From an optimization exercise on the open Yosys and OpenROAD flow, aimed at small area; shortcuts taken in it are not production practice. Only simulation tests tie the RTL to the original design; equivalence was not proved. No driver is modelled on the clock port, so clocking that relies on it looks cheaper here than on a real chip. No activity file was given, so power comes from the tool's default toggle rates.

==> flow/flow/resynth_b1.abc <==
strash
dc2
balance; rewrite; refactor; balance; rewrite; rewrite -z; balance; refactor -z; rewrite -z; balance
&get -n
&deepsyn -T 60
&put
dch -f
amap
mfs2
strash
dch -f
amap
topo
==> flow/design.v <==
`timescale 1ns / 1ps
`default_nettype none
module counterModN #(
    parameter X = 5,   
    parameter N = 20   
) (
    input wire clk,       
    input wire ce,        
    input wire en,        
    input wire reset,     
    output reg [X-1:0] count  
);
    always @(posedge clk) begin
        if (reset) begin
            count <= 0;
        end else if (ce && en) begin
            if (count == N - 1) begin
                count <= 0;
            end else begin
                count <= count + 1;
            end
        end
    end
endmodule
`timescale 1ns / 1ps
`default_nettype none
module clockDivider #(
    parameter N = 500_000   
)(
    input wire clk,        
    input wire en,         
    input wire rst,        
    output reg clk_out,    
    output wire tick       
);
    wire [31:0] count;     
    counterModN #(.X(32), .N(N)) counterMod (
        .clk(clk),
        .ce(1'b1),
        .reset(rst),
        .en(en),
        .count(count)
    );
    assign tick = (count == N - 1) && !clk_out;
    always @(posedge clk) begin
        if (rst) begin
            clk_out <= 1'b0;
        end else if (count == N - 1) begin
            clk_out <= ~clk_out;
        end
    end
endmodule
`timescale 1ns / 1ps
`default_nettype none
module debouncer(
    input wire clk,        
    input wire ce,         
    input wire rst,        
    input wire in,         
    output wire out         
);
    reg q1, q2, q3;
    always @(posedge clk) begin
        if (rst) begin
            q1 <= 1'b0;
            q2 <= 1'b0;
            q3 <= 1'b0;
        end else if (ce) begin
            q1 <= in;
            q2 <= q1;
            q3 <= q2;
        end 
    end
    assign out = (rst == 1'b1) ? 1'b0 : (q1 & q2 & q3);
endmodule
`timescale 1ns / 1ps
`default_nettype none
module synchronizer(
    input wire clk,       
    input wire ce,        
    input wire rst,       
    input wire in,        
    output wire out       
);
    reg q1, q2;
    always @(posedge clk) begin
        if (rst) begin
            q1 <= 1'b0;
            q2 <= 1'b0;
        end else if (ce) begin
            q1 <= in;
            q2 <= q1;
        end
    end
    assign out = (rst) ? 1'b0 : q2;
endmodule
`timescale 1ns / 1ps
`default_nettype none
module shift_left_register(
    input wire        clk,     
    input wire        ce,      
    input wire        rst,     
    input wire        load,    
    input wire        en,      
    input wire [7:0]  Num,     
    output reg [15:0] Out      
);
    integer i;
    always @(posedge clk) begin
        if (rst) begin
            Out <= 16'b0;
        end else if (ce) begin
            if (load) begin
                Out <= {8'b0, Num};
            end else if (en) begin
                for (i = 15; i > 0; i = i - 1) begin
                    Out[i] <= Out[i - 1];
                end
                Out[0] <= 1'b0;
            end
        end
    end
endmodule
`timescale 1ns / 1ps
`default_nettype none
module shift_right_register(
    input wire clk,          
    input wire ce,           
    input wire rst,          
    input wire load,         
    input wire en,           
    input wire [7:0] Num,    
    output reg [7:0] Out     
);
    integer i;
    always @(posedge clk) begin
        if (rst) begin
            Out <= 8'b0;
        end else if (ce) begin
            if (load) begin
                Out <= Num;   
            end else if (en) begin
                for (i = 7; i > 0; i = i - 1) begin
                    Out[i - 1] <= Out[i];
                end
                Out[7] <= 1'b0;   
            end
        end
    end
endmodule
`timescale 1ns / 1ps
`default_nettype none
module CU(
    input wire b0,        
    input wire z,         
    input wire load,      
    output wire Psel,     
    output wire EP,       
    output wire EA,       
    output wire EB,       
    output wire LA,       
    output wire LB,       
    output wire RstP      
);
    assign Psel = b0;
    assign EP = (b0 & ~load);
    assign EA = (~z | load);
    assign EB = (~z | load);
    assign LA = load;
    assign LB = load;
    assign RstP = load;
endmodule
`timescale 1ns / 1ps
`default_nettype none
module BCD #(
    parameter W = 18   
)(
    input wire [W-1:0] bin,            
    output reg [W+(W-4)/3:0] bcd       
);
    integer i, j;
    always @(bin) begin
        for (i = 0; i <= W + (W-4)/3; i = i + 1) begin
            bcd[i] = 1'b0;
        end
        bcd[W-1:0] = bin;
        for (i = 0; i <= W - 4; i = i + 1) begin
            for (j = 0; j <= i / 3; j = j + 1) begin
                if (bcd[W - i + 4*j -: 4] > 4) begin                   
                    bcd[W - i + 4*j -: 4] = bcd[W - i + 4*j -: 4] + 4'd3;
                end
            end
        end
    end
endmodule
`timescale 1ns / 1ps
`default_nettype none
module seven_seg_decoder(
    input wire en,           
    input wire [3:0] num,    
    output reg [6:0] seg     
);
    always @ (num or en) begin
        if (en) begin
            case(num)
                4'd0: seg = 7'b1000000;   
                4'd1: seg = 7'b1111001;   
                4'd2: seg = 7'b0100100;   
                4'd3: seg = 7'b0110000;   
                4'd4: seg = 7'b0011001;   
                4'd5: seg = 7'b0010010;   
                4'd6: seg = 7'b0000010;   
                4'd7: seg = 7'b1111000;   
                4'd8: seg = 7'b0000000;   
                4'd9: seg = 7'b0010000;   
                default: seg = 7'b1111111;  
            endcase
        end else begin
            seg = 7'b1111111;   
        end
    end
endmodule
`timescale 1ns / 1ps
`default_nettype none
module seven_segment_scroller #(
    parameter DIV = 250000            
)(
    input wire clk,                   
    input wire reset,                 
    input wire button_left,           
    input wire button_right,          
    input wire [19:0] product,        
    input wire sign,                  
    output reg [6:0] seg,             
    output reg [3:0] an               
);
    wire slow_tick;                            
    wire slow_level;
    wire [1:0] switch_position;                
    wire debounced_button_left, debounced_button_right;
    wire final_button_left, final_button_right;
    wire [6:0] segment_internal[4:0];          
    reg [2:0] digit_selection;        
    clockDivider #(DIV) clk_divider (
        .clk(clk),
        .en(1'b1),
        .rst(reset),
        .clk_out(slow_level),
        .tick(slow_tick)
    );
    counterModN #(.X(2), .N(4)) position_counter (
        .clk(clk),
        .ce(slow_tick),
        .reset(reset),
        .en(1'b1),
        .count(switch_position)
    );
    debouncer btn_debouncer_left (
        .clk(clk),
        .ce(slow_tick),
        .rst(reset),
        .in(button_left),
        .out(debounced_button_left)
    );
    synchronizer btn_synchronizer_left (
        .clk(clk),
        .ce(slow_tick),
        .rst(reset),
        .in(debounced_button_left),
        .out(final_button_left)
    );
    debouncer btn_debouncer_right (
        .clk(clk),
        .ce(slow_tick),
        .rst(reset),
        .in(button_right),
        .out(debounced_button_right)
    );
    synchronizer btn_synchronizer_right (
        .clk(clk),
        .ce(slow_tick),
        .rst(reset),
        .in(debounced_button_right),
        .out(final_button_right)
    );
    reg button_right_old, button_left_old;
    reg button_right_raise, button_left_raise;  
    always @(posedge clk) begin
        if (reset) begin
            digit_selection <= 3'b000;
            button_right_old <= 0;
            button_left_old <= 0;
            button_right_raise <= 0;
            button_left_raise <= 0;
        end else if (slow_tick) begin
            button_right_raise <= (button_right_old != final_button_right && final_button_right == 1'b1);
            button_left_raise <= (button_left_old != final_button_left && final_button_left == 1'b1);
            button_right_old <= final_button_right;
            button_left_old <= final_button_left;
            if (button_right_raise) begin
                if (digit_selection > 0) begin
                    digit_selection <= digit_selection - 1;
                end
                button_right_raise <= 0;
            end
            if (button_left_raise) begin
                if (digit_selection < 2) begin
                    digit_selection <= digit_selection + 1;
                end
                button_left_raise <= 0;
            end
        end
    end
    seven_seg_decoder decoder_digit_0 (.en(1'b1), .num(product[3:0]), .seg(segment_internal[0]));
    seven_seg_decoder decoder_digit_1 (.en(1'b1), .num(product[7:4]), .seg(segment_internal[1]));
    seven_seg_decoder decoder_digit_2 (.en(1'b1), .num(product[11:8]), .seg(segment_internal[2]));
    seven_seg_decoder decoder_digit_3 (.en(1'b1), .num(product[15:12]), .seg(segment_internal[3]));
    seven_seg_decoder decoder_digit_4 (.en(1'b1), .num(product[19:16]), .seg(segment_internal[4]));
    always @(*) begin
        case (switch_position)
            2'b00: begin
                an = 4'b1110;
                seg = segment_internal[digit_selection];
            end
            2'b01: begin
                an = 4'b1101;
                seg = segment_internal[digit_selection + 1];
            end
            2'b10: begin
                an = 4'b1011;
                seg = segment_internal[digit_selection + 2];
            end
            2'b11: begin
                an = 4'b0111;
                if (sign == 1)
                    seg = 7'b0111111; 
                else
                    seg = 7'b1111111;
            end
            default: begin
                an = 4'b1111;
                seg = 7'b0000000;
            end
        endcase
    end
endmodule
`timescale 1ns / 1ps
`default_nettype none
module abs8(input wire [7:0] x, output reg [7:0] y);
    integer k;
    reg seen;
    always @(*) begin
        seen = 1'b0;
        for (k = 0; k < 8; k = k + 1) begin
            y[k] = x[k] ^ (x[7] & seen);
            seen = seen | x[k];
        end
    end
endmodule
module bcd_dbl(input wire [16:0] x, input wire cin, output wire [16:0] y);
    function ge5(input [3:0] d);
        ge5 = d[3] | (d[2] & (d[1] | d[0]));
    endfunction
    function [3:0] dbl_digit(input [3:0] d, input cin);
        dbl_digit = {(d[2] & ~d[1] & ~d[0]) | (d[3] & d[0]),
                     (d[1] & (~d[2] | d[0])) | (d[3] & ~d[0]),
                     (~d[3] & ~d[2] & d[0]) | (d[2] & d[1] & ~d[0]) | (d[3] & ~d[0]),
                     cin};
    endfunction
    assign y[3:0]   = dbl_digit(x[3:0], cin);
    assign y[7:4]   = dbl_digit(x[7:4], ge5(x[3:0]));
    assign y[11:8]  = dbl_digit(x[11:8], ge5(x[7:4]));
    assign y[15:12] = dbl_digit(x[15:12], ge5(x[11:8]));
    assign y[16]    = ge5(x[15:12]);
endmodule
module bcd_add(input wire [16:0] a, input wire [16:0] b, output wire [16:0] y);
    function [4:0] add_digit(input [3:0] a, input [3:0] b, input cin);
        reg [4:0] s;
        reg c, k;
        integer n;
        begin
            c = cin;
            for (n = 0; n < 4; n = n + 1) begin
                s[n] = a[n] ^ b[n] ^ c;
                c = (a[n] & b[n]) | (c & (a[n] ^ b[n]));
            end
            s[4] = c;
            k = s[4];
            add_digit = {k, s[3] | (k & (s[2] | s[1])), s[2] ^ (k & ~s[1]), s[1] ^ k, s[0]};
        end
    endfunction
    wire [4:0] s0 = add_digit(a[3:0],   b[3:0],   1'b0);
    wire [4:0] s1 = add_digit(a[7:4],   b[7:4],   s0[4]);
    wire [4:0] s2 = add_digit(a[11:8],  b[11:8],  s1[4]);
    wire [4:0] s3 = add_digit(a[15:12], b[15:12], s2[4]);
    assign y = {a[16] ^ b[16] ^ s3[4], s3[3:0], s2[3:0], s1[3:0], s0[3:0]};
endmodule
module step_ctrl(
    input wire clk, input wire rst, input wire btnC,
    output wire mtick, output wire stick, output wire load, output wire mdiv3
);
    reg [3:0] mdiv;
    assign mtick = &mdiv;
    assign mdiv3 = mdiv[3];
    assign stick = (mdiv[2:0] == 3'd3);
    always @(posedge clk) begin
        if (rst) mdiv <= 4'd8;
        else     mdiv <= {mdiv[3] ^ (&mdiv[2:0]), mdiv[2] ^ (&mdiv[1:0]), mdiv[1] ^ mdiv[0], ~mdiv[0]};
    end
    reg [1:0] crun;
    reg cs1, cs2;
    assign load = cs2;
    always @(posedge clk) begin
        if (rst) begin
            crun <= 2'd0;
            cs1 <= 1'b0;
            cs2 <= 1'b0;
        end else if (mtick) begin
            crun <= btnC ? {crun[1] | crun[0], crun[1] | ~crun[0]} : 2'd0;
            cs1 <= &crun;
            cs2 <= cs1;
        end
    end
endmodule
module scroll_btn(
    input wire clk, input wire rst, input wire ce, input wire btn,
    output wire raise
);
    reg [1:0] r, p;
    assign raise = (p == 2'd1);
    always @(posedge clk) begin
        if (rst) begin
            r <= 2'd0;
            p <= 2'd0;
        end else if (ce) begin
            p[0] <= (~p[0] & p[1]) | (btn & ~r[0] & r[1]) | (p[1] & ~r[0] & r[1]);
            p[1] <= (p[0] & p[1]) | (btn & ~r[0] & r[1]);
            r[0] <= (btn & ~r[0] & ~r[1]) | (btn & r[0] & r[1]) | (btn & p[1] & r[1]);
            r[1] <= btn & (r[0] | r[1]);
        end
    end
endmodule
module scroller(
    input wire clk, input wire rst, input wire stick,
    input wire btnL, input wire btnR,
    output reg [1:0] pos, output reg [1:0] wsel
);
    wire lraise, rraise;
    scroll_btn left(.clk(clk), .rst(rst), .ce(stick), .btn(btnL), .raise(lraise));
    scroll_btn right(.clk(clk), .rst(rst), .ce(stick), .btn(btnR), .raise(rraise));
    always @(posedge clk) begin
        if (rst) begin
            pos <= 2'd0;
            wsel <= 2'd0;
        end else if (stick) begin
            pos <= {pos[1] ^ pos[0], ~pos[0]};
            wsel[0] <= (lraise & ~wsel[0] & ~wsel[1]) | (~lraise & ~rraise & wsel[0]) | (rraise & wsel[1]);
            wsel[1] <= (~rraise & wsel[1]) | (lraise & wsel[0]);
        end
    end
endmodule
module display(
    input wire [1:0] pos, input wire [1:0] wsel,
    input wire [16:0] prod, input wire sign,
    output reg [6:0] seg, output reg [3:0] an
);
    wire [2:0] idx;
    assign idx[0] = pos[0] ^ wsel[0];
    assign idx[1] = (pos[1] & ~wsel[1]) | (pos[0] & wsel[0]) | (~pos[1] & wsel[1]);
    assign idx[2] = pos[1] & wsel[1];
    reg [3:0] digit;
    always @(*) begin
        case (idx)
            3'd0: digit = prod[3:0];
            3'd1: digit = prod[7:4];
            3'd2: digit = prod[11:8];
            3'd3: digit = prod[15:12];
            default: digit = {3'b011, prod[16]};
        endcase
    end
    always @(*) begin
        case (pos)
            2'd0: an = 4'b1110;
            2'd1: an = 4'b1101;
            2'd2: an = 4'b1011;
            default: an = 4'b0111;
        endcase
        if (pos == 2'd3) begin
            seg = sign ? 7'b0111111 : 7'b1111111;
        end else begin
            seg[0] = (~digit[0] & digit[1] & ~digit[2]) | (digit[0] & ~digit[3]);
            seg[1] = (digit[0] & digit[1] & ~digit[2]) | (~digit[0] & ~digit[1] & digit[2]);
            seg[2] = (~digit[0] & ~digit[1] & ~digit[2]);
            seg[3] = (~digit[0] & digit[1] & ~digit[2]) | (digit[0] & ~digit[1] & digit[2]) | (digit[0] & ~digit[3]);
            seg[4] = (digit[0]) | (digit[1] & ~digit[2]);
            seg[5] = (~digit[1] & ~digit[2]) | (digit[0] & ~digit[3]) | (digit[0] & ~digit[1]);
            seg[6] = (digit[0] & ~digit[1] & digit[2]) | (~digit[3]);
        end
    end
endmodule
module main #(
    parameter MAIN_DIV = 8,      
    parameter SCAN_DIV = 4       
)(
    input wire clk,
    input wire rst,    
    input wire btnC,   
    input wire btnL,   
    input wire btnR,   
    input wire [7:0] num1,   
    input wire [7:0] num2,   
    output wire [6:0] seg,            
    output wire [3:0] an,              
    output wire multiplicationFinished    
);
    wire mtick, stick, load, mdiv3;
    step_ctrl ctrl(.clk(clk), .rst(rst), .btnC(btnC), .mtick(mtick), .stick(stick), .load(load), .mdiv3(mdiv3));
    wire [7:0] mag1, mag2;
    abs8 abs1(.x(num1), .y(mag1));
    abs8 abs2(.x(num2), .y(mag2));
    reg [7:0] mcand;         
    reg [16:0] mplier;       
    reg [16:0] prod;         
    reg sign;
    assign multiplicationFinished = (mcand == 8'd0);
    reg cvt;                 
    wire cvt_step = cvt & ~mdiv3;
    wire [16:0] mplier_dbl;
    bcd_dbl dbl(.x(mplier), .cin(cvt_step & mplier[16]), .y(mplier_dbl));
    wire add_en = mtick & ~load & mcand[0];
    wire [16:0] sum;
    bcd_add adder(.a(prod), .b(mplier & {17{add_en}}), .y(sum));
    always @(posedge clk) begin
        if (rst) begin
            mcand <= 8'd0;
            sign <= 1'b0;
        end else if (mtick) begin
            if (load) begin
                mcand <= mag2;
                sign <= (num1[7] ^ num2[7]) && num1 != 8'd0 && num2 != 8'd0;
            end else begin
                mcand <= {1'b0, mcand[7:1]};
            end
        end
    end
    always @(posedge clk) begin
        if (rst || (mtick && load)) prod <= 17'h06666;
        else                        prod <= sum;
    end
    always @(posedge clk) begin
        if (mtick) cvt <= load;
    end
    always @(posedge clk) begin
        if (mtick) begin
            if (load) mplier <= {mag1, 9'd0};
            else      mplier <= mplier_dbl;
        end else if (cvt_step) begin
            mplier <= {mplier[15:9], 1'b0, mplier_dbl[8:0]};
        end
    end
    wire [1:0] pos, wsel;
    scroller scr(.clk(clk), .rst(rst | load), .stick(stick), .btnL(btnL), .btnR(btnR),
                 .pos(pos), .wsel(wsel));
    display disp(.pos(pos), .wsel(wsel), .prod(prod), .sign(sign), .seg(seg), .an(an));
endmodule
==> flow/flow/resynth_a4.abc <==
strash
&get -n
&deepsyn -T 20
&put
dch -f
amap
topo
==> flow/flow/genmodels.py <==
# Generate Verilog models of sky130hd cells from the liberty: combinational
# cells as assigns, sequential cells as blackboxes (or behavioural with -sim).
import re, sys
lib = sys.argv[1]; sim = len(sys.argv) > 2 and sys.argv[2] == '-sim'
txt = open(lib).read()
out = []
# split into cells
for m in re.finditer(r'\n\s*cell\s*\(\s*"?([\w]+)"?\s*\)\s*\{', txt):
    name = m.group(1); start = m.end()
    depth = 1; i = start
    while depth:
        c = txt[i]
        if c == '{': depth += 1
        elif c == '}': depth -= 1
        i += 1
    body = txt[start:i]
    pins = []
    for pm in re.finditer(r'\n\s*pin\s*\(\s*"?(\w+)"?\s*\)\s*\{', body):
        ps = pm.end(); d = 1; j = ps
        while d:
            c = body[j]
            if c == '{': d += 1
            elif c == '}': d -= 1
            j += 1
        pb = body[ps:j]
        dm = re.search(r'direction\s*:\s*"?(\w+)"?', pb)
        fm = re.search(r'\bfunction\s*:\s*"([^"]*)"', pb)
        pins.append((pm.group(1), dm.group(1) if dm else None, fm.group(1) if fm else None))
    seq = re.search(r'\n\s*(ff|latch|statetable)\s*\(', body) is not None
    seen=set(); pins=[p for p in pins if not (p[0] in seen or seen.add(p[0]))]
    if not pins: continue
    ins = [p for p in pins if p[1] == 'input']
    outs = [p for p in pins if p[1] == 'output']
    if not outs: continue
    ports = [p[0] for p in ins + outs]
    if seq:
        if not sim:
            out.append(f"(* blackbox *)\nmodule {name}(" + ", ".join(ports) + ");")
            for p in ins: out.append(f"  input {p[0]};")
            for p in outs: out.append(f"  output {p[0]};")
            out.append("endmodule")
        continue
    if any(p[2] is None for p in outs): continue
    out.append(f"module {name}(" + ", ".join(ports) + ");")
    for p in ins: out.append(f"  input {p[0]};")
    for p in outs:
        f = p[2].replace('!', '~').replace('+', '|').replace('*', '&')
        f = re.sub(r'(\w)\s+(?=[\w(~])', r'\1 & ', f)  # implicit AND by space
        out.append(f"  output {p[0]};\n  assign {p[0]} = {f};")
    out.append("endmodule")
if sim:
    out.append("""module sky130_fd_sc_hd__dfxtp_1(CLK, D, Q); input CLK, D; output reg Q; always @(posedge CLK) Q <= D; endmodule
module sky130_fd_sc_hd__dfxtp_2(CLK, D, Q); input CLK, D; output reg Q; always @(posedge CLK) Q <= D; endmodule
module sky130_fd_sc_hd__dfxtp_4(CLK, D, Q); input CLK, D; output reg Q; always @(posedge CLK) Q <= D; endmodule
module sky130_fd_sc_hd__edfxtp_1(CLK, D, DE, Q); input CLK, D, DE; output reg Q; always @(posedge CLK) if (DE) Q <= D; endmodule""")
print("\n".join(out))
==> flow/standard.sh <==
#!/bin/bash
# synth_recipe.tcl (not shown) runs the flow's synth.tcl, then flattens the netlist and writes it again
# the make line also repeats each setting of config.mk as NAME=value (left out here)
make -C /OpenROAD-flow-scripts/flow DESIGN_CONFIG=/design/flow/config.mk WORK_HOME=/design/flow/orfs CLKGATE_MAP_FILE= SYNTH_SCRIPT=/design/flow/synth_recipe.tcl "${@:-finish}"
==> flow/flow/run.sh <==
#!/bin/bash
# Own layout flow: the standard synthesis; then the combinational logic
# between the registers re-mapped by ABC for area with a few scripts, keeping
# the smallest netlist (registers, their names and cell types untouched);
# then the standard layout with small port buffers and no CTS dummy loads.
set -euo pipefail
WORK=$(pwd)
FLOW=$WORK/flow
R=$WORK/orfs/results/${FLOW_PLATFORM}/main/base
LIB=$FLOW_HOME/platforms/${FLOW_PLATFORM}/lib/sky130_fd_sc_hd__tt_025C_1v80.lib

# 1. standard synthesis
bash standard.sh synth > $WORK/flow_synth.log 2>&1

# 2. re-map the logic
cp $R/1_2_yosys.v $WORK/std_netlist.v
python3 $FLOW/genmodels.py $LIB > $WORK/cell_models.v 2> $WORK/flow_genmodels.log
DU=$(sed -n '/DONT_USE_CELLS +=/,/^#/p' $FLOW_HOME/platforms/${FLOW_PLATFORM}/config.mk \
     | grep -o "sky130_fd_sc_hd__[a-z0-9_]*" | sed 's/^/-dont_use /' | tr '\n' ' ')
regs() { grep -oE "sky130_fd_sc_hd__[a-z0-9]*df[a-z0-9_]* +[^ (]+" "$1" | sort; }
best=""; best_area=""
for S in $FLOW/resynth_*.abc; do
  n=$(basename $S .abc)
  timeout 600 yosys -l $WORK/flow_$n.log -p "
read_verilog $WORK/cell_models.v
read_verilog $WORK/std_netlist.v
hierarchy -top $FLOW_TOP
flatten
opt -purge
techmap
opt -fast -purge
abc -liberty $LIB $DU -script $S
opt_clean -purge
hilomap -singleton -hicell sky130_fd_sc_hd__conb_1 HI -locell sky130_fd_sc_hd__conb_1 LO
insbuf -buf sky130_fd_sc_hd__buf_1 A X
splitnets
opt_clean -purge
tee -o $WORK/$n.stat stat -liberty $LIB
write_verilog -noattr -nohex -nodec $WORK/$n.v
" > /dev/null 2>&1 || continue
  area=$(grep "Chip area" $WORK/$n.stat | grep -oE "[0-9.]+$" || true)
  [[ -n "$area" ]] || continue
  # keep the registers: same instance names and cell types as the standard synthesis
  [[ "$(regs $WORK/std_netlist.v)" == "$(regs $WORK/$n.v)" ]] || { echo "$n: register mismatch" >> $WORK/flow_pick.log; continue; }
  echo "$n: $area" >> $WORK/flow_pick.log
  if [[ -z "$best" ]] || awk "BEGIN{exit !($area < $best_area)}"; then best=$n; best_area=$area; fi
done
echo "picked: ${best:-standard}" >> $WORK/flow_pick.log
if [[ -n "$best" ]]; then
  cp $WORK/$best.v $R/1_2_yosys.v
  touch $R/1_2_yosys.v
fi

# 3. layout up to clock tree synthesis
CTS_ARGS="-sink_clustering_enable -repair_clock_nets -dont_use_dummy_load -buf_list {sky130_fd_sc_hd__clkbuf_4}"
bash standard.sh "BUFFER_PORTS_ARGS=-buffer_cell sky130_fd_sc_hd__buf_1" "CTS_ARGS=$CTS_ARGS" cts > $WORK/flow_layout_cts.log 2>&1

# 4. upsize the clock buffers with the largest fanout
CTS_ODB=$R/4_cts.odb CTS_SMALL_BUF=sky130_fd_sc_hd__clkbuf_4 CTS_BIG_BUF=sky130_fd_sc_hd__clkbuf_8 CTS_MAX_FANOUT=10 \
  openroad -no_init -exit $FLOW/cts_fix.tcl > $WORK/flow_cts_fix.log 2>&1
touch $R/4_cts.odb

# 5. rest of the layout
bash standard.sh "BUFFER_PORTS_ARGS=-buffer_cell sky130_fd_sc_hd__buf_1" "CTS_ARGS=$CTS_ARGS" finish > $WORK/flow_layout.log 2>&1
==> flow/flow/resynth_a7.abc <==
strash
ifraig
scorr
dc2
balance; rewrite; refactor; balance; rewrite; rewrite -z; balance; refactor -z; rewrite -z; balance
dch -f
amap
topo
==> flow/flow/cts_fix.tcl <==
# Upsize clock buffers that drive many flip-flops, so that every clock pin's
# slew stays well inside the limit; then re-legalise the placement.
read_db $::env(CTS_ODB)
set db [ord::get_db]
set block [ord::get_db_block]
set big [$db findMaster $::env(CTS_BIG_BUF)]
set n 0
foreach inst [$block getInsts] {
  if {[[$inst getMaster] getName] ne $::env(CTS_SMALL_BUF)} { continue }
  set it [$inst findITerm X]
  if {$it eq "NULL"} { continue }
  set net [$it getNet]
  if {$net eq "NULL"} { continue }
  set fo [expr {[llength [$net getITerms]] - 1}]
  if {$fo > $::env(CTS_MAX_FANOUT)} {
    puts "upsizing [$inst getName] (fanout $fo)"
    $inst swapMaster $big
    incr n
  }
}
puts "upsized $n clock buffers"
if {$n > 0} {
  detailed_placement
  check_placement
}
write_db $::env(CTS_ODB)
==> flow/flow/resynth_a1.abc <==
strash
dc2
balance; rewrite; refactor; balance; rewrite; rewrite -z; balance; refactor -z; rewrite -z; balance
dch -f
amap
topo
==> flow/config.mk <==
export PLATFORM = sky130hd
export DESIGN_NAME = main
export DESIGN_NICKNAME = main
export VERILOG_FILES = /design/flow/design.v
export SDC_FILE = /design/flow/constraint.sdc
export NUM_CORES = 4
export LEC_CHECK = 0
export ABC_AREA = 1
export CAP_MARGIN = 0
export CORE_MARGIN = 2
export CORE_UTILIZATION = 40
export PLACE_DENSITY = 0.6
export SLEW_MARGIN = 0
==> flow/constraint.sdc <==
create_clock -name core_clock -period 20.0 [get_ports {clk}]
set_input_delay 4.0000 -clock core_clock [delete_from_list [all_inputs] [get_ports {clk}]]
set_output_delay 4.0000 -clock core_clock [all_outputs]
set_load 0.01 [all_outputs]
==> flow/flow/resynth_a5.abc <==
strash
dc2
balance; rewrite; refactor; balance; rewrite; rewrite -z; balance; refactor -z; rewrite -z; balance
dch -f
amap
mfs2
strash
dch -f
amap
topo
==> metrics.md, run 1 <==
| Metric | Value |
|---|---|
| CTS clk-pin slew, worst paths | 0.08 ns |
| DR DRC count | 0 |
| Post-layout min period | 8.66 ns |
| Hold Path End | ctrl.mdiv[0]$_SDFF_PP0_ |
| Clock Skew | 0.0202 ns |
| Outcome | no timing/DRC/antenna violations |
| P per Cell Area | 55.4 nW/um^2 |
| Global-route wire length before repair | 14200 microns |
| Hold Path Depth | 1 |
| Row count | 34 |
| Critical path arrival | 8.95 ns |
| WL met1 | 4090 microns |
| Area occupied by multi-input gates | 1810 sq um |
| Setup CP Type | reg -> reg |
| Cts repair resizes | 0 |
| Area of the mapped netlist | 3510 sq um |
| Register area | 1460 sq um |
| Ant diodes | 0 |
| Slowest stage delay, CP | 0.47 ns |
| Unrepaired setup endpoints after global routing | false |
| Initial antenna violation count | 0 |
| Min-delay src | ctrl.mdiv[0]$_SDFF_PP0_ |
| Post-CTS Setup Inserts | 0 |
| DR pass1 iterations | 4 |
| Total number of H-tree levels | 3 |
| Worst hold path class | reg -> reg |
| Worst Setup End Kind | flop |
| Detail-routed via count per cell | 5.56 |
| Finished Cell Area | 3860 sq um |
| # hold bufs at CTS | 0 |
| Final HPWL DP | 6490 microns |
| Final worst path period share | 43.3% |
| R2R Path Start | ctrl.mdiv[0]$_SDFF_PP0_ |
| Antenna Violating Nets Remaining | 0 |
| Post-Route WL | 8550 microns |
| Clock root buffer | clkbuf_4 |
| Most frequent cells in the layout | 103 x nor2_1, 64 x clkinv_1, 46 x dfxtp_1 |
| Reg2Reg Depth | 44 |
| Initial Util | 40.7% |
| Die area | 9550 sq um |
| Setup TNS | 0 ns |
| Peak fanout along the critical path | 25 |
| Syn avg cell area | 7.40 sq um |
| DP Area | 3790 sq um |
| Vias in the first global route | 3212 |
| Largest net degree at the start of global routing | 26 |
| Filler cells | 903 |
| Final hold viol count | 0 |
| Critical Path RT | 20.29 ns |
| Maximum buffer depth of the clock tree | 2 |
| Cts bufs inserted | 9 |
| Port-buffer cells | 32 |
| Max Clk Rate | 0.115 GHz |
| Met2 WL post-DR | 3980 microns |
| Tot GR Track Use | 18.3% |
| Final number of setup-violating endpoints | 0 |
| R2R setup slack | 11.34 ns |
| R2R Path End | prod[14]$_SDFF_PP1_ |
| CP max stage cell | nand2_1 |
| CTS tree | yes |
| Final nets | 542 |
| Most common cell after layout, fill and taps aside | nor2_1 |
| Die Height | 97.7 microns |
| Worst skew pair latency | 0.41 ns |
| Routed via count | 3489 |
| Pleak | 1.24 nW |
| Top routing layer used | met4 |
| IO Count | 33 |
| Critical path's most frequent cell | nor3_1 |
| GR Overflow Total | 0 |
| Core area | 8640 sq um |
| Met3 wire length | 338 microns |
| CP Launch Type | flop |
| Synthesized instance count | 475 |
| Slew @ Worst Pin | 0.751 ns |
| Total power | 0.214 mW |
| Syn-to-layout area delta | 10.0% |
| Net count after synthesis | 496 |
| Layout cells sized above 1 | 2.31% |
| Count of pins over their slew limit | 0 |
| Max IR drop VDD | 0.0172 mV |
| WL/cell | 13.6 microns |
| Clk sink count | 64 |
| Max_cap viols | 0 |
| Iter 0 DRT Violations | 183 |
| GP Congestion | 0.892 |
| Synth warn | 8 |
| Die W | 97.7 microns |
| Slew margin rel. | 49.8% |
[flip-flops by register name (all words and copies together) (netlist names), named ones only]
register / cells
ctrl.cs2: 1
scr.left.r: 2
mcand: 8
cvt: 1
prod: 17
scr.left.p: 2
mplier: 15
ctrl.crun: 2
scr.right.r: 2
ctrl.cs1: 1
ctrl.mdiv: 4
scr.right.p: 2
scr.wsel: 2
sign: 1
scr.pos: 2
[area by class of cell]
| class | count | share of cell area [%] |
|---|---|---|
| clock buffers | 9 | 1.91 |
| inverters | 64 | 6.22 |
| multi-input cells | 347 | 46.9 |
| flip-flops and latches | 64 | 37.8 |
| well taps | 108 | 3.50 |
| repair buffers | 35 | 3.69 |
[worst max-delay path, delay by kind of cell (launching register included)]
kind	cells	cell delay (ns)
AND/OR/NAND/NOR	28	5.57
AO/OA/AOI/OAI	13	2.26
buffers and inverters	3	0.36
flip-flops	1	0.35
[metrics by stage]
stage          utilization (%)  cells  setup slack (ns)  hold slack (ns)
2_1_floorplan                -    475             12.31            0.398
3_3_place_gp              43.9    618             12.01            0.414
3_5_place_dp              43.9    618             11.48            0.425
6_report                  44.8    627             11.34            0.436
5_1_grt                   44.8    627              9.77            0.472
4_1_cts                   44.7    627             11.39            0.450
[metal layers]
layer / vias up / GRT usage [%]
met1: 1589 / 23.6
met2: 74 / 30.0
li1: 1813 / -
met3: 13 / 2.88
met4: 0 / 8.76
met5: - / 0
[where the power goes]
part / switching (mW) / internal, mW / total, mW
Clock: 0.0420 / 0.0230 / 0.0650
Combinational: 0.0100 / 0.00499 / 0.0150
Sequential: 0.000693 / 0.134 / 0.134
Total: 0.0527 / 0.161 / 0.214
[worst max path at each step]
stage	from	end	cells after the start
global route	ctrl.mdiv[0]$_SDFF_PP0_	prod[14]$_SDFF_PP1_	44
finish	ctrl.mdiv[0]$_SDFF_PP0_	prod[14]$_SDFF_PP1_	44
detailed placement	ctrl.mdiv[0]$_SDFF_PP0_	prod[14]$_SDFF_PP1_	44
floorplan	ctrl.mdiv[0]$_SDFF_PP0_	prod[14]$_SDFF_PP1_	44
global placement	ctrl.mdiv[0]$_SDFF_PP0_	prod[14]$_SDFF_PP1_	44
CTS	ctrl.mdiv[0]$_SDFF_PP0_	prod[14]$_SDFF_PP1_	44
==> run 2, diff against run 1 <==
--- a/flow/config.mk
+++ b/flow/config.mk
@@ -6,8 +6,8 @@
 export NUM_CORES = 4
 export LEC_CHECK = 0
 export ABC_AREA = 1
-export CAP_MARGIN = 0
+export CAP_MARGIN = 20
 export CORE_MARGIN = 2
 export CORE_UTILIZATION = 40
 export PLACE_DENSITY = 0.6
-export SLEW_MARGIN = 0
+export SLEW_MARGIN = 20
==> metrics.md, run 2 <==
| Metric | Value |
|---|---|
| DR pass1 iterations | 4 (unchanged) |
| Tot GR Track Use | 18.3% (unchanged) |
| Final nets | 542 (unchanged) |
| Ant diodes | 0 (unchanged) |
| Critical path's most frequent cell | nor3_1 |
| Max_cap viols | 0 (unchanged) |
| Worst hold path class | reg -> reg |
| Total power | 0.214 mW (unchanged) |
| Post-layout min period | 8.66 ns (unchanged) |
| Initial Util | 40.7% (unchanged) |
| Cell family with most CP delay | simple AND/OR/NAND/NOR gates |
| Biggest register | prod |
| Critical path arrival | 8.95 ns (about the same) |
| Worst skew pair latency | 0.41 ns (about the same) |
| P per Cell Area | 55.4 nW/um^2 (unchanged) |
| Vias in the first global route | 3212 (unchanged) |
| Clk sink count | 64 (unchanged) |
| Synth warn | 8 (unchanged) |
| Outcome | no timing/DRC/antenna violations |
| Top flop regs | prod (17), mplier (15), mcand (8) |
| Slew margin rel. | 49.8% (unchanged) |
| Detail-routed via count per cell | 5.56 (unchanged) |
| Core area | 8640 sq um (unchanged) |
| Flip-flop count of the largest register after layout | 17 (unchanged) |
| Crit path buf inv count | 3 (unchanged) |
| Iter 0 DRT Violations | 183 (unchanged) |
| Antenna Violating Nets Remaining | 0 (unchanged) |
| IO Count | 33 (unchanged) |
| Worst hold margin | 0.436 ns (unchanged) |
| Final worst path period share | 43.3% (unchanged) |
| # hold bufs at CTS | 0 (unchanged) |
| Worst Setup End Kind | flop |
| DR DRC count | 0 (unchanged) |
| Setup TNS | 0 ns (unchanged) |
| Global-route wire length before repair | 14200 microns (unchanged) |
| CP max stage cell | nand2_1 |
| Routed via count | 3489 (unchanged) |
| Net count after synthesis | 496 (unchanged) |
| CTS clk-pin slew, worst paths | 0.08 ns (about the same) |
| CTS tree | yes |
| Syn avg cell area | 7.40 sq um (unchanged) |
| Post-Route WL | 8550 microns (unchanged) |
| Post-CTS Setup Inserts | 0 (unchanged) |
| Slew @ Worst Pin | 0.751 ns (unchanged) |
| Layout cells sized above 1 | 2.31% (unchanged) |
| Clock root buffer | clkbuf_4 |
| GP Congestion | 0.892 (unchanged) |
| Final hold viol count | 0 (unchanged) |
| Setup ws final | 11.34 ns (unchanged) |
| Die W | 97.7 microns (unchanged) |
| Count of pins over their slew limit | 0 (unchanged) |
| Total number of H-tree levels | 3 (unchanged) |
| Pleak | 1.24 nW (unchanged) |
| Port-buffer cells | 32 (unchanged) |
| Max Clk Rate | 0.115 GHz (unchanged) |
| Row count | 34 (unchanged) |
| Clock Skew | 0.0202 ns (unchanged) |
| Final number of setup-violating endpoints | 0 (unchanged) |
| Most frequent cells in the layout | 103 x nor2_1, 64 x clkinv_1, 46 x dfxtp_1 |
| Unrepaired setup endpoints after global routing | false |
| Syn-to-layout area delta | 10.0% (unchanged) |
| Maximum buffer depth of the clock tree | 2 (unchanged) |
| Setup WS pre-CTS | 11.48 ns (unchanged) |
| Die area | 9550 sq um (unchanged) |
| GR Overflow Total | 0 (unchanged) |
| Most common cell after layout, fill and taps aside | nor2_1 |
| CP Launch Type | flop |
| R2R setup slack | 11.34 ns (about the same) |
| Cts bufs inserted | 9 (unchanged) |
| Slowest stage delay, CP | 0.47 ns (about the same) |
| Die Height | 97.7 microns (unchanged) |
| Area of the mapped netlist | 3510 sq um (unchanged) |
| WL/cell | 13.6 microns (unchanged) |
| Initial antenna violation count | 0 (unchanged) |
| Peak fanout along the critical path | 25 (unchanged) |
| Setup CP Type | reg -> reg |
| Largest net degree at the start of global routing | 26 (unchanged) |
| Synthesized instance count | 475 (unchanged) |
| Cts repair resizes | 0 (unchanged) |
| Final HPWL DP | 6490 microns (unchanged) |
| Max IR drop VDD | 0.0172 mV (unchanged) |
| Critical Path RT | 20.29 ns (about the same) |
==> run 2: worst paths after layout <==
| path | depth (start not counted) | from | to |
|---|---|---|---|
| worst max-delay path | 44 | ctrl.mdiv[0]$_SDFF_PP0_ | prod[14]$_SDFF_PP1_ |
| worst min-delay path | 1 | ctrl.mdiv[0]$_SDFF_PP0_ | ctrl.mdiv[0]$_SDFF_PP0_ |
| worst max register to register | 44 | ctrl.mdiv[0]$_SDFF_PP0_ | prod[14]$_SDFF_PP1_ |
| worst min register to register | 1 | ctrl.mdiv[0]$_SDFF_PP0_ | ctrl.mdiv[0]$_SDFF_PP0_ |
==> run 2: where the power goes <==
group	internal (mW)	leakage (nW)	switching, mW
Combinational	0.00499	0.667	0.0100
Clock	0.0230	0.0440	0.0420
Sequential	0.134	0.533	0.000693
==> run 2: cell type report <==
class / count / area [sq um]
multi-input combinational: 347 / 1810
sequential: 64 / 1460
inverter: 64 / 240
tap: 108 / 135
timing repair buffer: 35 / 143
clock buffer: 9 / 73.8
fill: 903 / 4770
==> run 2: metal layers <==
metal  part of all wire (%)  GRT usage [%]  vias up  routed length [microns]
li1                       -              -     1813                        -
met3                    4.0           2.88       13                      338
met4                    1.5           8.76        0                      132
met2                     47           30.0       74                     3980
met5                      0              0        -                        0
met1                     48           23.6     1589                     4090
==> run 2: metrics by stage <==
step | instance area, sq um | util [%] | std cells
after global placement | 3790 | 43.9 | 618
after detailed placement | 3790 | 43.9 | 618
final | 3860 | 44.8 | 627
after global routing | 3860 | 44.8 | 627
after CTS | 3860 | 44.7 | 627
after floorplan | 3510 | - | 475
==> run 2: worst register-to-register path: cells and delay by family, from the launching register on <==
kind | cells | cell delay [ns]
compound gates | 13 | 2.27
buf+inv | 3 | 0.36
flops | 1 | 0.35
simple gates | 28 | 5.57
==> run 3, diff against run 2 <==
--- a/flow/design.v
+++ b/flow/design.v
@@ -515,31 +515,35 @@
 );
     wire mtick, stick, load, mdiv3;
     step_ctrl ctrl(.clk(clk), .rst(rst), .btnC(btnC), .mtick(mtick), .stick(stick), .load(load), .mdiv3(mdiv3));
-    wire [7:0] mag1, mag2;
-    abs8 abs1(.x(num1), .y(mag1));
-    abs8 abs2(.x(num2), .y(mag2));
     reg [7:0] mcand;         
+    reg mcand_seen;
+    wire mcand_b0 = mcand[0] ^ (mcand[7] & mcand_seen);
     reg [16:0] mplier;       
     reg [16:0] prod;         
     reg sign;
-    assign multiplicationFinished = (mcand == 8'd0);
+    assign multiplicationFinished = mcand[7] ? ((&mcand) & mcand_seen) : (mcand == 8'd0);
     reg cvt;                 
+    reg neg1;                
     wire cvt_step = cvt & ~mdiv3;
+    wire mag1_bit = mplier[16] ^ (neg1 & (|mplier[15:9]));
     wire [16:0] mplier_dbl;
-    bcd_dbl dbl(.x(mplier), .cin(cvt_step & mplier[16]), .y(mplier_dbl));
-    wire add_en = mtick & ~load & mcand[0];
+    bcd_dbl dbl(.x(mplier), .cin(cvt_step & mag1_bit), .y(mplier_dbl));
+    wire add_en = mtick & ~load & mcand_b0;
     wire [16:0] sum;
     bcd_add adder(.a(prod), .b(mplier & {17{add_en}}), .y(sum));
     always @(posedge clk) begin
         if (rst) begin
             mcand <= 8'd0;
+            mcand_seen <= 1'b0;
             sign <= 1'b0;
         end else if (mtick) begin
             if (load) begin
-                mcand <= mag2;
+                mcand <= num2;
+                mcand_seen <= 1'b0;
                 sign <= (num1[7] ^ num2[7]) && num1 != 8'd0 && num2 != 8'd0;
             end else begin
-                mcand <= {1'b0, mcand[7:1]};
+                mcand <= {mcand[7], mcand[7:1]};
+                mcand_seen <= mcand_seen | mcand[0];
             end
         end
     end
@@ -549,10 +553,11 @@
     end
     always @(posedge clk) begin
         if (mtick) cvt <= load;
+        if (mtick && load) neg1 <= num1[7];
     end
     always @(posedge clk) begin
         if (mtick) begin
-            if (load) mplier <= {mag1, 9'd0};
+            if (load) mplier <= {num1, 9'd0};
             else      mplier <= mplier_dbl;
         end else if (cvt_step) begin
             mplier <= {mplier[15:9], 1'b0, mplier_dbl[8:0]};
==> metrics.md, run 3 <==
| Metric | Value |
|---|---|
| Outcome | no timing/DRC/antenna violations |
| Layout cells sized above 1 | 2.26% (-0.053 points) |
| Largest net degree at the start of global routing | 19 (-27%) |
| Setup CP Type | reg -> reg |
| Final number of setup-violating endpoints | 0 (unchanged) |
| Initial Util | 41.3% (+0.58 points) |
| Row count | 33 (-2.9%) |
| Port-buffer cells | 32 (unchanged) |
| Max IR drop VDD | 0.0301 mV (+75%) |
| WL/cell | 13.7 microns (+0.47%) |
| # hold bufs at CTS | 0 (unchanged) |
| Fin cells | 592 (-5.6%) |
| Flip-flop count of the largest register after layout | 17 (unchanged) |
| Post-CTS Setup Inserts | 0 (unchanged) |
| Clock root buffer | clkbuf_4 |
| Pleak | 1.17 nW (-6.1%) |
| Vias in the first global route | 2976 (-7.3%) |
| Most frequent cells in the layout | 80 x nor2_1, 60 x clkinv_1, 51 x o21ai_0 |
| Synthesized instance count | 444 (-6.5%) |
| Ant diodes | 0 (unchanged) |
| Global-route wire length before repair | 13600 microns (-4.6%) |
| Biggest register | prod |
| DR pass1 iterations | 4 (unchanged) |
| Unrepaired setup endpoints after global routing | false |
| Reg2Reg Depth | 53 (+20%) |
| Post-placement cell count | 583 (-5.7%) |
| Cts bufs inserted | 9 (unchanged) |
| Antenna Violating Nets Remaining | 0 (unchanged) |
| Initial antenna violation count | 0 (unchanged) |
| Syn avg cell area | 7.64 sq um (+3.2%) |
| Critical path's most frequent cell | o21ai_0 |
| Syn-to-layout area delta | 10.0% (about the same) |
| Max_cap viols | 0 (unchanged) |
| Critical path arrival | 9.10 ns (+0.15 ns) |
| R2R Path Start | ctrl.mdiv[0]$_SDFF_PP0_ |
| Peak fanout along the critical path | 17 (-32%) |
| Worst hold path class | reg -> reg |
| Register area | 1510 sq um (+3.4%) |
| R2R Path End | prod[15]$_SDFF_PP0_ |
| Count of pins over their slew limit | 0 (unchanged) |
| R2R setup slack | 11.19 ns (-0.15 ns) |
| CP max stage cell | o21ai_0 |
| CTS tree | yes |
| Die Height | 96.1 microns (-1.7%) |
| Worst Setup End Kind | flop |
| Worst skew pair latency | 0.41 ns (about the same) |
| Area occupied by multi-input gates | 1650 sq um (-8.7%) |
| Clk sink count | 66 (+3.1%) |
| Clock Skew | 0.0256 ns (+0.00541 ns) |
| CP Launch Type | flop |
| GP Congestion | 0.828 (-7.2%) |
| CTS clk-pin slew, worst paths | 0.08 ns (about the same) |
| P per Cell Area | 57.8 nW/um^2 (+4.4%) |
| Die area | 9230 sq um (-3.3%) |
| Min-delay src | ctrl.mdiv[0]$_SDFF_PP0_ |
| Net count after synthesis | 465 (-6.3%) |
| Tot GR Track Use | 19.1% (+0.82 points) |
| Slowest stage delay, CP | 0.38 ns (-0.09 ns) |
| Cts repair resizes | 0 (unchanged) |
| Total number of H-tree levels | 3 (unchanged) |
| Final worst path period share | 44.1% (+0.77 points) |
| Final hold viol count | 0 (unchanged) |
| Final nets | 510 (-5.9%) |
| Area of the mapped netlist | 3390 sq um (-3.5%) |
| CP startpoint | ctrl.mdiv[0]$_SDFF_PP0_ |
| Detail-routed via count per cell | 5.43 (-2.4%) |
| Iter 0 DRT Violations | 145 (-21%) |
| Routed via count | 3214 (-7.9%) |
| IO Count | 33 (unchanged) |
| DR DRC count | 0 (unchanged) |
| Synth warn | 7 (-1) |
| Post-Route WL | 8110 microns (-5.1%) |
| Hold Path End | ctrl.mdiv[0]$_SDFF_PP0_ |
| Critical Path RT | 20.28 ns (about the same) |
| Final HPWL DP | 5970 microns (-8.1%) |
| GR Overflow Total | 0 (unchanged) |
| Die W | 96.1 microns (-1.7%) |
| Setup TNS | 0 ns (unchanged) |
| Most common cell after layout, fill and taps aside | nor2_1 |
| Hold Path Depth | 1 (unchanged) |
| Slew @ Worst Pin | 0.739 ns (-0.0124 ns) |
| Slew margin rel. | 50.6% (+0.83 points) |
| Filler cells | 831 (-8.0%) |
| Maximum buffer depth of the clock tree | 2 (unchanged) |
| Core area | 8220 sq um (-4.9%) |
| Max Clk Rate | 0.113 GHz (-1.7%) |
| Post-layout min period | 8.82 ns (+0.154 ns) |
| Top flop regs | prod (17), mplier (15), mcand (8) |
## run 3: area by class of cell
class	instances	share of cell area (%)
Inverter	60	6.04
Timing Repair Buffer	34	3.62
Sequential cell	66	40.5
Tap cell	105	3.52
Clock buffer	9	1.98
Multi-Input combinational cell	318	44.3
## run 3: critical path, delay by kind of cell, from the launching register on
kind | cells | cell delay, ns
compound gates | 31 | 5.15
simple gates | 17 | 2.19
buf+inv | 5 | 0.99
flops | 1 | 0.35
## run 3: per-stage QoR
step	worst slack [ns]	hold slack (ns)	util [%]	instance area (sq um)	total power [mW]
after floorplan	12.35	0.410	-	3390	0.148
after global placement	11.75	0.427	44.5	3660	0.153
after detailed placement	11.39	0.431	44.5	3660	0.153
after CTS	11.26	0.450	45.3	3720	0.217
after global routing	9.80	0.461	45.4	3730	0.226
final	11.19	0.438	45.4	3730	0.216
## run 3: where the power goes
group | switching (mW) | internal (mW)
combinational | 0.00783 | 0.00374
clock | 0.0425 | 0.0230
sequential | 0.000825 | 0.138
## run 3: worst max path at each step
stage	to	slack, ns	cells after the start
floorplan	prod[15]$_SDFF_PP0_	12.35	52
global placement	prod[15]$_SDFF_PP0_	11.75	53
detailed placement	prod[15]$_SDFF_PP0_	11.39	53
CTS	prod[15]$_SDFF_PP0_	11.26	53
global route	prod[15]$_SDFF_PP0_	9.80	53
finish	prod[15]$_SDFF_PP0_	11.19	53
## run 3: per-layer routing
layer | GRT usage (%) | part of all wire (%)
met5 | 0 | 0
met4 | 7.38 | 1.3
met3 | 3.37 | 4.7
met2 | 30.6 | 43
met1 | 25.6 | 51
==> run 4, diff against run 3 <==
--- a/flow/design.v
+++ b/flow/design.v
@@ -397,11 +397,13 @@
 endmodule
 module step_ctrl(
     input wire clk, input wire rst, input wire btnC,
-    output wire mtick, output wire stick, output wire load, output wire mdiv3
+    output wire mtick, output wire stick, output wire load, output wire mdiv3,
+    output wire mdiv0
 );
     reg [3:0] mdiv;
     assign mtick = &mdiv;
     assign mdiv3 = mdiv[3];
+    assign mdiv0 = (mdiv == 4'd0);
     assign stick = (mdiv[2:0] == 3'd3);
     always @(posedge clk) begin
         if (rst) mdiv <= 4'd8;
@@ -513,8 +515,8 @@
     output wire [3:0] an,              
     output wire multiplicationFinished    
 );
-    wire mtick, stick, load, mdiv3;
-    step_ctrl ctrl(.clk(clk), .rst(rst), .btnC(btnC), .mtick(mtick), .stick(stick), .load(load), .mdiv3(mdiv3));
+    wire mtick, stick, load, mdiv3, mdiv0;
+    step_ctrl ctrl(.clk(clk), .rst(rst), .btnC(btnC), .mtick(mtick), .stick(stick), .load(load), .mdiv3(mdiv3), .mdiv0(mdiv0));
     reg [7:0] mcand;         
     reg mcand_seen;
     wire mcand_b0 = mcand[0] ^ (mcand[7] & mcand_seen);
@@ -525,6 +527,7 @@
     reg cvt;                 
     reg neg1;                
     wire cvt_step = cvt & ~mdiv3;
+    wire cvt_first = cvt & mdiv0;        
     wire mag1_bit = mplier[16] ^ (neg1 & (|mplier[15:9]));
     wire [16:0] mplier_dbl;
     bcd_dbl dbl(.x(mplier), .cin(cvt_step & mag1_bit), .y(mplier_dbl));
@@ -540,11 +543,13 @@
             if (load) begin
                 mcand <= num2;
                 mcand_seen <= 1'b0;
-                sign <= (num1[7] ^ num2[7]) && num1 != 8'd0 && num2 != 8'd0;
+                sign <= num1[7] ^ num2[7];
             end else begin
                 mcand <= {mcand[7], mcand[7:1]};
                 mcand_seen <= mcand_seen | mcand[0];
             end
+        end else if (cvt_first) begin
+            sign <= sign & ~multiplicationFinished & (|mplier[16:9]);
         end
     end
     always @(posedge clk) begin
==> metrics.md, run 4 <==
| Metric | Value |
|---|---|
| Cts repair resizes | 0 (unchanged) |
| Hold Path End | ctrl.mdiv[0]$_SDFF_PP0_ |
| Detail-routed via count per cell | 5.35 (-1.5%) |
| Peak fanout along the critical path | 17 (unchanged) |
| Clk pwr share | 30.8% (+0.4 points) |
| Port-buffer cells | 32 (unchanged) |
| Unrepaired setup endpoints after global routing | false |
| Count of pins over their slew limit | 0 (unchanged) |
| Synth warn | 7 (unchanged) |
| Global-route wire length before repair | 12800 microns (-5.9%) |
| Switching power total | 0.0498 mW (-2.8%) |
| Initial antenna violation count | 0 (unchanged) |
| Max_cap viols | 0 (unchanged) |
| Final HPWL DP | 5800 microns (-2.8%) |
| Critical path's most frequent cell | o21ai_0 |
| Pleak | 1.19 nW (+1.9%) |
| Post-layout min period | 8.56 ns (-0.251 ns) |
| Critical path arrival | 8.84 ns (-0.26 ns) |
| Max Clk Rate | 0.117 GHz (+2.9%) |
| Syn-to-layout area delta | 10.6% |
| Cell family with most CP delay | compound AO/OA/AOI/OAI gates |
| Total number of H-tree levels | 3 (unchanged) |
| Tot GR Track Use | 18.3% (-0.80 points) |
| Clock Skew | 0.0198 ns (-0.00581 ns) |
| Critical Path RT | 20.27 ns (about the same) |
| Layout cells sized above 1 | 2.54% (+0.28 points) |
| Final nets | 496 (-2.7%) |
| Cts bufs inserted | 9 (unchanged) |
| Post-Route WL | 7820 microns (-3.6%) |
| Die area | 9080 sq um (-1.6%) |
| IO Count | 33 (unchanged) |
| Final worst path period share | 42.8% (-1.3 points) |
| Setup CP Type | reg -> reg |
| Initial Util | 41.0% (-0.27 points) |
| Row count | 33 (unchanged) |
| P per Cell Area | 58.6 nW/um^2 (+1.4%) |
| Seq pwr share | 64.1% (-0.2 points) |
| # hold bufs at CTS | 0 (unchanged) |
| CP Launch Type | flop |
| Worst Setup End Kind | flop |
| Setup ws final | 11.44 ns (+0.251 ns) |
| R2R Path Start | ctrl.mdiv[0]$_SDFF_PP0_ |
| Hold Path Depth | 1 (unchanged) |
| Synthesized instance count | 429 (-3.4%) |
| Worst skew pair latency | 0.40 ns (about the same) |
| Die Height | 95.3 microns (-0.80%) |
| Flip-flop count of the largest register after layout | 17 (unchanged) |
| Largest net degree at the start of global routing | 18 (-1) |
| Final number of setup-violating endpoints | 0 (unchanged) |
| Most common cell after layout, fill and taps aside | nor2_1 |
| CP max stage cell | nor2_1 |
| DR pass1 iterations | 5 (+1) |
| Comb pwr share | 5.1% (-0.3 points) |
| Die W | 95.3 microns (-0.80%) |
| Slew margin rel. | 53.1% (+2.4 points) |
| CTS clk-pin slew, worst paths | 0.08 ns (about the same) |
| Clk sink count | 66 (unchanged) |
| Most frequent cells in the layout | 87 x nor2_1, 59 x clkinv_1, 47 x dfxtp_1 |
| Net count after synthesis | 450 (-3.2%) |
| Worst hold path class | reg -> reg |
| Maximum buffer depth of the clock tree | 2 (unchanged) |
| GP Congestion | 0.819 (-1.1%) |
| Top flop regs | prod (17), mplier (15), mcand (8) |
| Biggest register | prod |
| Switching Share | 23.0% (-0.71 points) |
| WL/cell | 13.5 microns (-1.3%) |
| Crit path buf inv count | 3 (-2) |
| Internal power | 0.167 mW (+1.2%) |
| Iter 0 DRT Violations | 197 (+36%) |
| R2R Path End | prod[15]$_SDFF_PP0_ |
| Slew @ Worst Pin | 0.686 ns (-0.0527 ns) |
| Setup WS pre-CTS | 11.58 ns (+0.195 ns) |
| Vias in the first global route | 2687 (-9.7%) |
| Ant diodes | 0 (unchanged) |
| DR DRC count | 0 (unchanged) |
| Min-delay src | ctrl.mdiv[0]$_SDFF_PP0_ |
| Reg2Reg Depth | 54 (+1.9%) |
| Slowest stage delay, CP | 0.47 ns (+0.09 ns) |
| CP startpoint | ctrl.mdiv[0]$_SDFF_PP0_ |
| Routed via count | 3091 (-3.8%) |
| Core area | 8130 sq um (-1.0%) |
| Post-CTS Setup Inserts | 0 (unchanged) |
| Max IR drop VDD | 0.0275 mV (-8.8%) |
| Syn avg cell area | 7.77 sq um (+1.8%) |
| R2R setup slack | 11.44 ns (+0.25 ns) |
| Setup TNS | 0 ns (unchanged) |
| Antenna Violating Nets Remaining | 0 (unchanged) |
| GR Overflow Total | 0 (unchanged) |
| Outcome | no timing/DRC/antenna violations |
| Area of the mapped netlist | 3330 sq um (-1.7%) |
| Clock root buffer | clkbuf_4 |
| CTS tree | yes |
| Final hold viol count | 0 (unchanged) |
## run 4: through the flow
step	util, %	power [mW]	cell area, sq um	cells	hold slack [ns]
finish	45.3	0.216	3690	578	0.453
global route	45.3	0.227	3690	578	0.482
floorplan	-	0.148	3330	429	0.410
global placement	44.4	0.152	3610	569	0.424
detailed placement	44.4	0.153	3610	569	0.433
CTS	45.2	0.215	3680	578	0.454
## run 4: how the worst max path moves through the flow
stage	to	cells past startpoint	slack (ns)
2_1_floorplan	prod[15]$_SDFF_PP0_	53	12.54
3_3_place_gp	prod[15]$_SDFF_PP0_	50	11.87
3_5_place_dp	prod[15]$_SDFF_PP0_	52	11.58
4_1_cts	prod[15]$_SDFF_PP0_	52	11.51
5_1_grt	prod[15]$_SDFF_PP0_	54	10.01
6_report	prod[15]$_SDFF_PP0_	54	11.44
## run 4: power by group through the flow
| stage | clock network, mW | registers (mW) | logic (mW) |
|---|---|---|---|
| after floorplan | 0 | 0.142 | 0.00642 |
| after global placement | 0 | 0.142 | 0.0107 |
| after detailed placement | 0 | 0.142 | 0.0109 |
| after CTS | 0.0658 | 0.139 | 0.0109 |
| after global routing | 0.0763 | 0.139 | 0.0121 |
| final | 0.0667 | 0.139 | 0.0109 |
## run 4: area by class of cell
class                      count  area [sq um]
clock buffer                   9          80.1
fill                         831          4450
inverter                      59           221
multi-input combinational    304          1600
sequential                    66          1510
tap                          105           131
timing repair buffer          35           143
## run 4: per-layer routing
metal | vias to the layer above | wire (microns) | share of wire, % | track usage, %
met4 | 0 | 93 | 1.2 | 6.76
met2 | 54 | 3250 | 42 | 26.7
li1 | 1638 | - | - | -
met3 | 6 | 271 | 3.5 | 4.74
met1 | 1393 | 4200 | 54 | 25.9
met5 | - | 0 | 0 | 0
## run 4: worst register-to-register path: cells and delay by family, from the launching register on
family	cells	cell delay (ns)
buf+inv	3	0.55
simple gates	23	3.25
flops	1	0.36
compound gates	28	4.30
==> run 5, diff against run 4 <==
--- a/flow/design.v
+++ b/flow/design.v
@@ -398,12 +398,12 @@
 module step_ctrl(
     input wire clk, input wire rst, input wire btnC,
     output wire mtick, output wire stick, output wire load, output wire mdiv3,
-    output wire mdiv0
+    output wire mdiv8
 );
     reg [3:0] mdiv;
     assign mtick = &mdiv;
     assign mdiv3 = mdiv[3];
-    assign mdiv0 = (mdiv == 4'd0);
+    assign mdiv8 = (mdiv == 4'd8);
     assign stick = (mdiv[2:0] == 3'd3);
     always @(posedge clk) begin
         if (rst) mdiv <= 4'd8;
@@ -515,8 +515,8 @@
     output wire [3:0] an,              
     output wire multiplicationFinished    
 );
-    wire mtick, stick, load, mdiv3, mdiv0;
-    step_ctrl ctrl(.clk(clk), .rst(rst), .btnC(btnC), .mtick(mtick), .stick(stick), .load(load), .mdiv3(mdiv3), .mdiv0(mdiv0));
+    wire mtick, stick, load, mdiv3, mdiv8;
+    step_ctrl ctrl(.clk(clk), .rst(rst), .btnC(btnC), .mtick(mtick), .stick(stick), .load(load), .mdiv3(mdiv3), .mdiv8(mdiv8));
     reg [7:0] mcand;         
     reg mcand_seen;
     wire mcand_b0 = mcand[0] ^ (mcand[7] & mcand_seen);
@@ -525,9 +525,9 @@
     reg sign;
     assign multiplicationFinished = mcand[7] ? ((&mcand) & mcand_seen) : (mcand == 8'd0);
     reg cvt;                 
-    reg neg1;                
+    wire neg1 = sign ^ mcand[7];
     wire cvt_step = cvt & ~mdiv3;
-    wire cvt_first = cvt & mdiv0;        
+    wire cvt_done = cvt & mdiv8;         
     wire mag1_bit = mplier[16] ^ (neg1 & (|mplier[15:9]));
     wire [16:0] mplier_dbl;
     bcd_dbl dbl(.x(mplier), .cin(cvt_step & mag1_bit), .y(mplier_dbl));
@@ -548,8 +548,8 @@
                 mcand <= {mcand[7], mcand[7:1]};
                 mcand_seen <= mcand_seen | mcand[0];
             end
-        end else if (cvt_first) begin
-            sign <= sign & ~multiplicationFinished & (|mplier[16:9]);
+        end else if (cvt_done) begin
+            sign <= sign & ~multiplicationFinished & (|mplier[8:0]);
         end
     end
     always @(posedge clk) begin
@@ -558,7 +558,6 @@
     end
     always @(posedge clk) begin
         if (mtick) cvt <= load;
-        if (mtick && load) neg1 <= num1[7];
     end
     always @(posedge clk) begin
         if (mtick) begin
==> metrics.md, run 5 <==
| Metric | Value |
|---|---|
| Outcome | no timing/DRC/antenna violations |
| Post-placement cell count | 582 (+2.3%) |
| Ant diodes | 0 (unchanged) |
| DR DRC count | 0 (unchanged) |
| Final nets | 509 (+2.6%) |
| Setup WS pre-CTS | 12.34 ns (+0.757 ns) |
| Die W | 95.2 microns (about the same) |
| Total number of H-tree levels | 3 (unchanged) |
| GR Overflow Total | 0 (unchanged) |
| Critical path's most frequent cell | o21ai_0 |
| Max_cap viols | 0 (unchanged) |
| Routed via count | 3216 (+4.0%) |
| Die Height | 95.2 microns (about the same) |
| Most frequent cells in the layout | 103 x nor2_1, 57 x clkinv_1, 47 x dfxtp_1 |
| Largest net degree at the start of global routing | 20 (+2) |
| Top flop regs | prod (17), mplier (15), mcand (8) |
| Antenna Violating Nets Remaining | 0 (unchanged) |
| Slew @ Worst Pin | 0.602 ns (-0.0845 ns) |
| DR pass1 iterations | 4 (-1) |
| Clk sink count | 65 (-1.5%) |
| Pleak | 1.19 nW (+0.34%) |
| CTS tree | yes |
| Synthesized instance count | 441 (+2.8%) |
| DP Area | 3610 sq um (about the same) |
| Filler cells | 852 (+2.5%) |
| Setup ws final | 12.17 ns (+0.733 ns) |
| Final worst path period share | 39.2% (-3.7 points) |
| Net count after synthesis | 462 (+2.7%) |
| Initial antenna violation count | 0 (unchanged) |
| Finished Cell Area | 3680 sq um (-0.14%) |
| CP max stage cell | clkinv_1 |
| Final core utilization | 45.3% (-0.062 points) |
| Final number of setup-violating endpoints | 0 (unchanged) |
| Biggest register | prod |
| # hold bufs at CTS | 0 (unchanged) |
| Final hold viol count | 0 (unchanged) |
| Max Clk Rate | 0.128 GHz (+9.4%) |
| Flip-flop count of the largest register after layout | 17 (unchanged) |
| Core area | 8130 sq um (unchanged) |
| CP Launch Type | flop |
| Area of the mapped netlist | 3330 sq um (-0.19%) |
| P per Cell Area | 58.0 nW/um^2 (-1.1%) |
| Initial Util | 40.9% (-0.077 points) |
| Critical Path RT | 20.28 ns (about the same) |
| Worst Setup End Kind | flop |
| GP Congestion | 0.835 (+1.9%) |
| Syn avg cell area | 7.55 sq um (-2.9%) |
| Setup TNS | 0 ns (unchanged) |
| Peak fanout along the critical path | 19 (+2) |
| WL/cell | 13.8 microns (+1.8%) |
| Count of pins over their slew limit | 0 (unchanged) |
| Slowest stage delay, CP | 0.44 ns (-0.03 ns) |
| Setup CP Type | reg -> reg |
| R2R setup slack | 12.17 ns (+0.73 ns) |
| Maximum buffer depth of the clock tree | 2 (unchanged) |
| Clock root buffer | clkbuf_4 |
| Register area | 1480 sq um (-2.0%) |
| Global-route wire length before repair | 13800 microns (+8.0%) |
| Post-CTS Setup Inserts | 0 (unchanged) |
| Worst hold path class | reg -> reg |
| Layout cells sized above 1 | 2.67% (+0.14 points) |
| Clock Skew | 0.0279 ns (+0.00808 ns) |
| CTS clk-pin slew, worst paths | 0.08 ns (about the same) |
| Slew margin rel. | 59.7% (+6.7 points) |
| Worst skew pair latency | 0.40 ns (about the same) |
| Syn-to-layout area delta | 10.7% (about the same) |
| Synth warn | 7 (unchanged) |
| Area occupied by multi-input gates | 1630 sq um (+2.0%) |
| Row count | 33 (unchanged) |
| Max IR drop VDD | 0.0361 mV (+31%) |
| Detail-routed via count per cell | 5.44 (+1.8%) |
| Cts repair resizes | 0 (unchanged) |
| Port-buffer cells | 32 (unchanged) |
| Final HPWL DP | 6180 microns (+6.5%) |
| IO Count | 33 (unchanged) |
| Die area | 9070 sq um (-0.18%) |
| Vias in the first global route | 3062 (+14%) |
| Post-layout min period | 7.83 ns (-0.733 ns) |
| Iter 0 DRT Violations | 148 (-25%) |
| Fin cells | 591 (+2.2%) |
| Tot GR Track Use | 19.5% (+1.3 points) |
| Cts bufs inserted | 9 (unchanged) |
| Post-Route WL | 8130 microns (+4.0%) |
| Unrepaired setup endpoints after global routing | false |
| Most common cell after layout, fill and taps aside | nor2_1 |
| Critical path arrival | 8.11 ns (-0.73 ns) |
## run 5: layout make-up
type                       count  share of cell area (%)
tap                          105                    3.57
sequential                    65                    40.2
clock buffer                   9                    2.00
multi-input combinational    319                    44.3
inverter                      57                    5.81
timing repair buffer          36                    4.08
## run 5: power by group
group,internal (mW),switching [mW],total [mW],leakage (nW)
combinational,0.00391,0.00759,0.0115,0.609
sequential,0.136,0.000980,0.137,0.541
clock,0.0230,0.0425,0.0655,0.0440
total,0.163,0.0510,0.214,1.19
## run 5: worst max-delay path, delay by kind of cell (launching register included)
| kind | cells | cell delay (ns) |
|---|---|---|
| AOI/OAI and AO/OA | 23 | 4.73 |
| and+or+nand+nor | 15 | 1.57 |
| buffers and inverters | 5 | 1.13 |
| DFF | 1 | 0.33 |
## run 5: metrics by stage
step	hold WS, ns	total power [mW]
floorplan	0.410	0.146
global placement	0.424	0.151
detailed placement	0.437	0.151
CTS	0.462	0.214
global route	0.474	0.224
finish	0.451	0.214
## run 5: per-layer routing
layer	track usage, %	vias up	part of all wire (%)
li1	-	1686	-
met1	26.4	1438	48
met2	31.5	79	45
met3	2.85	13	4.7
met4	7.73	0	1.7
met5	0	-	0
## run 5: path summary, 6_finish.rpt
check | start | end | cells after the start
max | ctrl.mdiv[0]$_SDFF_PP0_ | prod[14]$_SDFF_PP1_ | 43
min | ctrl.mdiv[0]$_SDFF_PP0_ | ctrl.mdiv[0]$_SDFF_PP0_ | 1
max reg2reg | ctrl.mdiv[0]$_SDFF_PP0_ | prod[14]$_SDFF_PP1_ | 43
min reg2reg | ctrl.mdiv[0]$_SDFF_PP0_ | ctrl.mdiv[0]$_SDFF_PP0_ | 1

## port drivers added, routing unchanged
No port has a modelled driver above. Below, the same layouts with a new extraction and two added sets of constraints. Step 1 assumes that a clkbuf_16 drives the clock port and a buf_2 every other input. Step 2 adds t to the input delays and takes it off the output delays; t is the mean of the earliest and latest rising clock arrival at the registers after step 1. Input paths then give back, and output paths get back, about the clock's delay inside the block. Three values: ideal ports, drivers, drivers and shift; two values: the first two.
run	t (ns)	setup WS [ns]	hold slack, ns	worst slew at a driven data input, ns	pins driven straight from the clock port
run 1	0.428	11.339 / 11.339 / 11.339	0.436 / 0.436 / 0.436	0.03	1
run 2	0.428	11.339 / 11.339 / 11.339	0.436 / 0.436 / 0.436	0.03	1
run 3	0.429	11.185 / 11.185 / 11.185	0.438 / 0.438 / 0.438	0.03	1
run 4	0.419	11.436 / 11.436 / 11.436	0.453 / 0.453 / 0.453	0.03	1
run 5	0.419	12.170 / 12.170 / 12.170	0.451 / 0.451 / 0.451	0.03	1
After both steps every run listed still meets setup and hold.
